Background: an optimization exercise with open tools, aiming at small area. Do not read the settings as production practice. Only simulation tests tie the RTL to the original design; equivalence was not proved.

==> exp/pepper: inputs <==
==> flow/design.v <==
module TwoByTwoMatMul(
	input [31:0] a, b,
	output [63:0] c
);
wire[7:0] a0, a1, a2, a3, b0, b1, b2, b3;
assign a0 = a[31:24];
assign a1 = a[23:16];
assign a2 = a[15:8];
assign a3 = a[7:0];
assign b0 = b[31:24];
assign b1 = b[23:16];
assign b2 = b[15:8];
assign b3 = b[7:0];
assign c[63:48] = a0*b0+a1*b1;
assign c[47:32] = a0*b2+a1*b3;
assign c[31:16] = a2*b0+a3*b1;
assign c[15:0]  = a2*b2+a3*b3;
endmodule
module TwoByEightMatMul (
	input [127:0] a, b,
	output[63:0] c
);
wire [63:0] ca, cb, cc, cd;
TwoByTwoMatMul matmul1({a[127-:16],a[63-:16]},{b[127-:16],b[63-:16]},ca);
TwoByTwoMatMul matmul2({a[111-:16],a[47-:16]},{b[111-:16],b[47-:16]},cb);
TwoByTwoMatMul matmul3({a[95-:16],a[31-:16]},{b[95-:16],b[31-:16]},cc);
TwoByTwoMatMul matmul4({a[79-:16],a[15:0]},{b[79-:16],b[15:0]},cd);
genvar i;
generate
for(i=16; i<=64; i=i+16) begin: gen
	assign c[(i-1)-:16] = ca[(i-1)-:16] + cb[(i-1)-:16] + cc[(i-1)-:16] + cd[(i-1)-:16];
end
endgenerate
endmodule
module MatMul (
	input clk,
	input rw, cs, comdat,
	input[7:0] data_in,
	output[7:0] data_out
);
reg[7:0] ram_a[0:63], ram_b[0:63];
reg[7:0] a[0:15], b[0:15];
wire[63:0] c;
reg[7:0] ab[0:127];
reg[6:0] addr, ab_addr;
TwoByEightMatMul mm({a[0],a[1],a[2],a[3],a[4],a[5],a[6],a[7],a[8],a[9],a[10],a[11],a[12],a[13],a[14],a[15]},
					  {b[0],b[1],b[2],b[3],b[4],b[5],b[6],b[7],b[8],b[9],b[10],b[11],b[12],b[13],b[14],b[15]},
						c);
assign data_out = ab[addr];
localparam S0 = 4'd0, S1 = 4'd1, S2 = 4'd3, S3 = 4'd2, S4 = 4'd4, S5 = 4'd5, S6 = 4'd7, S7 = 4'd6, S8 = 4'd8, S9 = 4'd9, S10 = 4'd11, S11 = 4'd10,
			  S12 = 4'd12, S13 = 4'd13, S14 = 4'd15, S15 
			  = 4'd14;
reg[3:0] state, nextstate;
integer i;
always @(posedge clk) begin
	if(cs) begin
		if(rw == 1) begin								 
			addr <= addr + 7'b0000001;
		end else begin									 
			if(comdat == 0) begin					 
				addr <= addr + 7'b0000001;
				if(addr[6] == 0)
					ram_a[addr[5:0]] <= data_in;
				else
					ram_b[addr[5:0]] <= data_in;
			end else begin								 
				addr <= data_in[6:0];
			end
		end
	end
end
always @(posedge clk) begin
	state <= nextstate;
	ab[ab_addr] <= c[63-:8];
	ab[ab_addr+1] <= c[55-:8];
	ab[ab_addr+2] <= c[47-:8];
	ab[ab_addr+3] <= c[39-:8];
	ab[ab_addr+16] <= c[31-:8];
	ab[ab_addr+17] <= c[23-:8];
	ab[ab_addr+18] <= c[15-:8];
	ab[ab_addr+19] <= c[7:0]; 
end
always @(*)begin
	nextstate = state + 4'b1;
	case(state)
		S0: begin
			for(i=0; i<8; i=i+1)begin
				a[i] = ram_a[i];
				b[i] = ram_b[8*i];
			end
			for(i=0; i<8; i=i+1)begin
				a[8+i] = ram_a[8+i];
				b[8+i] = ram_b[8*i+1];
			end
			ab_addr = 0; 
		end
		S1: begin
			for(i=0; i<8; i=i+1)begin
				a[i] = ram_a[i];
				b[i] = ram_b[8*i+2];
			end
			for(i=0; i<8; i=i+1)begin
				a[8+i] = ram_a[8+i];
				b[8+i] = ram_b[8*i+3];
			end
			ab_addr = 4;
		end
		S2: begin
			for(i=0; i<8; i=i+1)begin
				a[i] = ram_a[i];
				b[i] = ram_b[8*i+4];
			end
			for(i=0; i<8; i=i+1)begin
				a[8+i] = ram_a[8+i];
				b[8+i] = ram_b[8*i+5];
			end
			ab_addr = 8;
		end
		S3: begin
			for(i=0; i<8; i=i+1)begin
				a[i] = ram_a[i];
				b[i] = ram_b[8*i+6];
			end
			for(i=0; i<8; i=i+1)begin
				a[8+i] = ram_a[8+i];
				b[8+i] = ram_b[8*i+7];
			end
			ab_addr = 12;
		end
		S4: begin
			for(i=0; i<8; i=i+1)begin
				a[i] = ram_a[i+16];
				b[i] = ram_b[8*i];
			end
			for(i=0; i<8; i=i+1)begin
				a[8+i] = ram_a[i+24];
				b[8+i] = ram_b[8*i+1];
			end
			ab_addr = 32;
		end
		S5: begin
			for(i=0; i<8; i=i+1)begin
				a[i] = ram_a[i+16];
				b[i] = ram_b[8*i+2];
			end
			for(i=0; i<8; i=i+1)begin
				a[8+i] = ram_a[i+24];
				b[8+i] = ram_b[8*i+3];
			end
			ab_addr = 36;
		end
		S6: begin
			for(i=0; i<8; i=i+1)begin
				a[i] = ram_a[i+16];
				b[i] = ram_b[8*i+4];
			end
			for(i=0; i<8; i=i+1)begin
				a[8+i] = ram_a[i+24];
				b[8+i] = ram_b[8*i+5];
			end
			ab_addr = 40;
		end
		S7: begin
			for(i=0; i<8; i=i+1)begin
				a[i] = ram_a[i+16];
				b[i] = ram_b[8*i+6];
			end
			for(i=0; i<8; i=i+1)begin
				a[8+i] = ram_a[i+24];
				b[8+i] = ram_b[8*i+7];
			end
			ab_addr = 44;
		end
		S8: begin
			for(i=0; i<8; i=i+1)begin
				a[i] = ram_a[i+32];
				b[i] = ram_b[8*i];
			end
			for(i=0; i<8; i=i+1)begin
				a[8+i] = ram_a[i+40];
				b[8+i] = ram_b[8*i+1];
			end
			ab_addr = 64;
		end
		S9: begin
			for(i=0; i<8; i=i+1)begin
				a[i] = ram_a[i+32];
				b[i] = ram_b[8*i+2];
			end
			for(i=0; i<8; i=i+1)begin
				a[8+i] = ram_a[i+40];
				b[8+i] = ram_b[8*i+3];
			end
			ab_addr = 68;
		end
		S10: begin
			for(i=0; i<8; i=i+1)begin
				a[i] = ram_a[i+32];
				b[i] = ram_b[8*i+4];
			end
			for(i=0; i<8; i=i+1)begin
				a[8+i] = ram_a[i+40];
				b[8+i] = ram_b[8*i+5];
			end
			ab_addr = 72;
		end
		S11: begin
			for(i=0; i<8; i=i+1)begin
				a[i] = ram_a[i+32];
				b[i] = ram_b[8*i+6];
			end
			for(i=0; i<8; i=i+1)begin
				a[8+i] = ram_a[i+40];
				b[8+i] = ram_b[8*i+7];
			end
			ab_addr = 76;
		end
		S12: begin
			for(i=0; i<8; i=i+1)begin
				a[i] = ram_a[i+48];
				b[i] = ram_b[8*i];
			end
			for(i=0; i<8; i=i+1)begin
				a[8+i] = ram_a[i+56];
				b[8+i] = ram_b[8*i+1];
			end
			ab_addr = 96;
		end
		S13: begin
			for(i=0; i<8; i=i+1)begin
				a[i] = ram_a[i+48];
				b[i] = ram_b[8*i+2];
			end
			for(i=0; i<8; i=i+1)begin
				a[8+i] = ram_a[i+56];
				b[8+i] = ram_b[8*i+3];
			end
			ab_addr = 100;
		end
		S14: begin
			for(i=0; i<8; i=i+1)begin
				a[i] = ram_a[i+48];
				b[i] = ram_b[8*i+4];
			end
			for(i=0; i<8; i=i+1)begin
				a[8+i] = ram_a[i+56];
				b[8+i] = ram_b[8*i+5];
			end
			ab_addr = 104;
		end
		S15: begin
			for(i=0; i<8; i=i+1)begin
				a[i] = ram_a[i+48];
				b[i] = ram_b[8*i+6];
			end
			for(i=0; i<8; i=i+1)begin
				a[8+i] = ram_a[i+56];
				b[8+i] = ram_b[8*i+7];
			end
			ab_addr = 108;
		end
		default: begin
			for(i=0; i<16; i=i+1)begin
				a[i] = 8'd0;
				b[i] = 8'd0;
			end
			ab_addr = 0;
		end
	endcase
end
endmodule
module MatMul_top (
	input clk, read, resetn, cs,
	input[31:0] writedata,
	output[31:0] readdata,
	output[7:0] conduit
);
wire[7:0] from_mm, to_mm;
assign conduit = from_mm;
assign readdata = {24'b0, from_mm};
assign to_mm = writedata[7:0];
MatMul mm(.clk(clk), .cs(cs), .rw(read), .comdat(to_mm[7]), .data_in({1'b0, to_mm[6:0]}), .data_out(from_mm));
endmodule 
==> flow/run.sh <==
#!/bin/bash
# synth_recipe.tcl (not shown) runs the flow's synth.tcl, then flattens the netlist and writes it again
# the make line also repeats each setting of config.mk as NAME=value (left out here)
make -C /OpenROAD-flow-scripts/flow DESIGN_CONFIG=/design/flow/config.mk WORK_HOME=/design/flow/orfs CLKGATE_MAP_FILE= SYNTH_SCRIPT=/design/flow/synth_recipe.tcl finish
==> flow/config.mk <==
export PLATFORM = sky130hd
export DESIGN_NAME = MatMul_top
export DESIGN_NICKNAME = MatMul_top
export VERILOG_FILES = /design/flow/design.v
export SDC_FILE = /design/flow/constraint.sdc
export NUM_CORES = 4
export LEC_CHECK = 0
export CAP_MARGIN = 20
export CORE_MARGIN = 2
export CORE_UTILIZATION = 40
export SLEW_MARGIN = 20
==> flow/constraint.sdc <==
create_clock -name core_clock -period 12.0 [get_ports {clk}]
set_input_delay 2.4000 -clock core_clock [delete_from_list [all_inputs] [get_ports {clk}]]
set_output_delay 2.4000 -clock core_clock [all_outputs]
set_load 0.01 [all_outputs]
==> exp/violet (differences from exp/pepper) <==
==> flow/design.v, changed modules only <==
module TwoByEightMatMul (
	input [55:0] a, b,
	output[15:0] c
);
assign c = a[6:0]*b[6:0] + a[13:7]*b[13:7] + a[20:14]*b[20:14] + a[27:21]*b[27:21]
         + a[34:28]*b[34:28] + a[41:35]*b[41:35] + a[48:42]*b[48:42] + a[55:49]*b[55:49];
endmodule
module MatMul (
	input clk,
	input rw, cs, comdat,
	input[6:0] data_in,
	output[7:0] data_out
);
reg[6:0] addr;
reg[6:0] ram_a[0:63], ram_b[0:63];
always @(posedge clk) begin
	if(cs) begin
		if(rw || !comdat)
			addr <= addr + 7'd1;
		else
			addr <= data_in;
	end
end
wire we = cs && !rw && !comdat;
integer n;
always @(posedge clk) begin
	for(n=0; n<64; n=n+1) begin
		if(we && addr == n)
			ram_a[n] <= data_in;
		if(we && addr == 64+n)
			ram_b[n] <= data_in;
	end
end
wire[2:0] row = addr[6:4];
wire[2:0] col = addr[3:1];
wire[55:0] arow, bcol;
genvar k;
generate
for(k=0; k<8; k=k+1) begin: sel
	assign arow[7*k+:7] = ram_a[{row, k[2:0]}];
	assign bcol[7*k+:7] = ram_b[{k[2:0], col}];
end
endgenerate
wire[15:0] c;
TwoByEightMatMul dot(.a(arow), .b(bcol), .c(c));
assign data_out = addr[0] ? c[7:0] : c[15:8];
endmodule
module MatMul_top (
	input clk, read, resetn, cs,
	input[31:0] writedata,
	output[31:0] readdata,
	output[7:0] conduit
);
wire[7:0] from_mm;
assign conduit = from_mm;
assign readdata = {24'b0, from_mm};
MatMul mm(.clk(clk), .cs(cs), .rw(read), .comdat(writedata[7]), .data_in(writedata[6:0]), .data_out(from_mm));
endmodule
// module TwoByTwoMatMul removed
==> qor summary <==
Run status: exp/pepper no timing/DRC/antenna violations; exp/violet no timing/DRC/antenna violations
End of the worst register-to-register path: exp/pepper mm.ab[62][7]; exp/violet mm.ram_b[2][0]
WL final: exp/pepper 409.3 mm; exp/violet 136.7 mm
Overall die width: exp/pepper 574.8 um; exp/violet 355.0 um
Tightest Pin Transition: exp/pepper 1.449 ns; exp/violet 1.106 ns
Wl on met1: exp/pepper 165.4 mm; exp/violet 57.60 mm
Final critical-path setup slack: exp/pepper 0.6110 ns; exp/violet 0.2818 ns
Fin cells: exp/pepper 14.88k; exp/violet 5463
Hold-critical path depth: exp/pepper 1; exp/violet 4
Antenna violations before repair: exp/pepper 15; exp/violet 0
Count of flip-flops and latches: exp/pepper 1938; exp/violet 903
Post-CTS Setup Bufs: exp/pepper 0; exp/violet 29
First-pass GRT wire length: exp/pepper 590.1 mm; exp/violet 201.3 mm
Number of enable-type register cells in the synthesized netlist: exp/pepper 1927; exp/violet 903
Insertion delay of the later-clocked pin in the worst-skew pair: exp/pepper 0.95 ns; exp/violet 0.68 ns

---

==> inputs of 05-23 <==
MatMul_top, a different RTL version from the one above (not shown whole).
==> flow/design.v (excerpt) <==
module MatMul_top (
	input clk, read, resetn, cs,
	input[31:0] writedata,
	output[31:0] readdata,
	output[7:0] conduit
);
export LEC_CHECK = 0
export CAP_MARGIN = 20
export CORE_MARGIN = 2
export CORE_UTILIZATION = 40
export CTS_BUF_LIST = sky130_fd_sc_hd__clkbuf_8
export CTS_CLUSTER_DIAMETER = 60
export CTS_CLUSTER_SIZE = 16
export SLEW_MARGIN = 20
create_clock -name core_clock -period 12.0 [get_ports {clk}]
standard.sh (not shown) runs the stock make flow with config.mk's settings and CLKGATE_MAP_FILE= SYNTH_SCRIPT=/design/flow/synth_recipe.tcl, a recipe that flattens the netlist after the stock synthesis.
==> flow/flow/run.sh <==
#!/bin/bash
# Own flow: the standard synthesis and layout, with plain buffers (buf_2)
# on the ports and no dummy loads in the clock tree.
set -euo pipefail
bash standard.sh finish \
  "BUFFER_PORTS_ARGS=-buffer_cell sky130_fd_sc_hd__buf_2" \
  "CTS_ARGS=-sink_clustering_enable -repair_clock_nets -sink_clustering_size 10 -sink_clustering_max_diameter 50 -buf_list sky130_fd_sc_hd__clkbuf_4 -dont_use_dummy_load" \
  > std_flow.log 2>&1
==> 01-03 (differences from 05-23) <==
==> flow/flow/run.sh (replaced) <==
#!/bin/bash
# Own flow: the standard synthesis, then its combinational gates (all but
# the flip-flops, the full/half adder cells and the tie cells) mapped again by
# ABC with an area-oriented script (flow/area.abc), then the standard
# layout of that netlist. Registers keep the standard synthesis's names and
# cells. Each tool writes its full output to a log of its own here.
set -euo pipefail
W=$(pwd)
F=$W/flow
P=${FLOW_PLATFORM:-sky130hd}
R=$W/orfs/results/$P/MatMul_top/base
L=$W/orfs/logs/$P/MatMul_top/base
O=$W/orfs/objects/$P/MatMul_top/base
YOSYS=$FLOW_HOME/../tools/install/yosys/bin/yosys
[[ -x $YOSYS ]] || YOSYS=$(command -v yosys)
LIB=$FLOW_HOME/platforms/$P/lib/sky130_fd_sc_hd__tt_025C_1v80.lib

# 1. the standard synthesis
bash standard.sh synth > std_synth.log 2>&1

# 2. remap the combinational logic
python3 $F/mkfuncs.py $LIB $W/funcs.v > mkfuncs.log 2>&1
DU=$(grep -o -- '-dont_use [^ ]*' $L/1_2_yosys.log | sort -u | tr '\n' ' ')
cat > $W/remap.ys <<EOF
read_verilog $R/1_2_yosys.v
read_liberty -lib $LIB
techmap -map $W/funcs.v
techmap
opt -purge
abc -script $F/area.abc -liberty $LIB $DU -constr $O/abc.constr
splitnets
opt_clean -purge
hilomap -singleton -hicell sky130_fd_sc_hd__conb_1 HI -locell sky130_fd_sc_hd__conb_1 LO
insbuf -buf sky130_fd_sc_hd__buf_4 A X
opt_clean -purge
check -assert
stat -liberty $LIB
write_verilog -noattr -noexpr -nohex -nodec $W/remapped.v
EOF
$YOSYS -s $W/remap.ys > remap.log 2>&1

# 3. the standard layout of the remapped netlist, with plain buffers
# (buf_2) on the ports and no dummy loads in the clock tree (the standard synthesis's
# results are moved aside so make takes the remapped netlist from the start)
mkdir -p $W/std_synth
mv $R/1_* $W/std_synth/
bash standard.sh finish SYNTH_NETLIST_FILES=$W/remapped.v \
  "BUFFER_PORTS_ARGS=-buffer_cell sky130_fd_sc_hd__buf_2" \
  "CTS_ARGS=-sink_clustering_enable -repair_clock_nets -sink_clustering_size 16 -sink_clustering_max_diameter 60 -buf_list sky130_fd_sc_hd__clkbuf_8 -dont_use_dummy_load" \
  > std_layout.log 2>&1
==> flow/flow/area.abc (new file) <==
&get -n
&st
&dch
&nf
&put
==> flow/flow/mkfuncs.py (new file) <==
#!/usr/bin/env python3
"""Write a Yosys techmap file that turns each single-output combinational
sky130_fd_sc_hd cell (except the adders and tie cells) back into plain logic,
from the functions in the liberty file."""
import re, sys
lib = open(sys.argv[1]).read()
keep = re.compile(r"__(fa|ha|conb|fah|dlygate|dlymetal|clkdly|probe|lpflow|tap|fill|decap|diode|macro)")
out = []
for c in re.split(r'\n\s*cell\s*\(', lib)[1:]:
    name = re.match(r'"?(\w+)"?', c).group(1)
    if keep.search(name) or 'ff (' in c or 'latch (' in c or 'statetable' in c:
        continue
    pins = re.findall(r'pin\s*\(\s*"?(\w+)"?\s*\)\s*\{(.*?)\n\s{8}\}', c, re.S)
    ins, outs = [], []
    for p, body in pins:
        d = re.search(r'direction\s*:\s*"?(\w+)"?', body)
        if not d: continue
        if d.group(1) == 'input': ins.append(p)
        elif d.group(1) == 'output':
            f = re.search(r'function\s*:\s*"([^"]*)"', body)
            if f: outs.append((p, f.group(1)))
    if len(outs) != 1 or not ins: continue
    o, f = outs[0]
    f = f.replace('!', '~').replace('*', '&').replace('+', '|')
    f = re.sub(r'(\w+)\s+(?=[\w(~])', r'\1 & ', f)  # implicit AND by space
    f = re.sub(r'\)\s+(?=[\w(~])', ') & ', f)
    out.append(f"module {name}({', '.join(ins + [o])});\n  input {', '.join(ins)};\n  output {o};\n  assign {o} = {f};\nendmodule\n")
open(sys.argv[2], 'w').write("\n".join(out))
print(len(out), "cells")
==> 09-04 (differences from 05-23) <==
==> flow/flow/run.sh (replaced) <==
#!/bin/bash
# Own flow: the standard synthesis and layout, with plain buffers (buf_2)
# on the ports and no dummy loads in the clock tree.
set -euo pipefail
bash standard.sh finish \
  "BUFFER_PORTS_ARGS=-buffer_cell sky130_fd_sc_hd__buf_2" \
  "CTS_ARGS=-sink_clustering_enable -repair_clock_nets -sink_clustering_size 16 -sink_clustering_max_diameter 60 -buf_list sky130_fd_sc_hd__clkbuf_8 -dont_use_dummy_load" \
  > std_flow.log 2>&1
==> results.txt <==
- In area after synthesis, 05-23 and 09-04 do not differ.
- The lowest routed wire length belongs to 09-04, the highest to 01-03.
- The highest utilization belongs to 01-03, the lowest to 09-04.

-- afterwards: timing with drivers on the ports --
Ports are ideal in the flow. The routed layouts listed here were re-timed in OpenROAD.
Step 1: set_driving_cell puts a clkbuf_16 on clk and a buf_2 on each other input, an assumption about the parent block.
Step 2, shift: input delay + t, output delay - t, t = (earliest + latest rising clock arrival at the registers) / 2. This alone moves slack from input paths to output paths.
Three values: no drivers, after step 1, after step 2; two values: the first two.
run | t, ns | setup WS [ns] | worst hold slack (ns) | worst slew at a driven data input, ns | cell pins on the clock port's net
exp/pepper | 1.006 | 0.611 / 0.611 / 0.611 | 0.610 / 0.610 / 0.610 | 0.20 | 1
exp/violet | 0.735 | 0.282 / 0.208 / 0.943 | 1.006 / 1.006 / 1.006 | 0.08 | 1
05-23 | 0.990 | 0.307 / 0.252 / 1.242 | 0.702 / 0.702 / 0.702 | 0.08 | 1
01-03 | 0.746 | 0.305 / 0.240 / 0.985 | 0.708 / 0.708 / 0.708 | 0.06 | 1
09-04 | 0.759 | 0.371 / 0.315 / 1.074 | 0.706 / 0.706 / 0.706 | 0.10 | 1
After both steps every run listed still meets setup and hold.
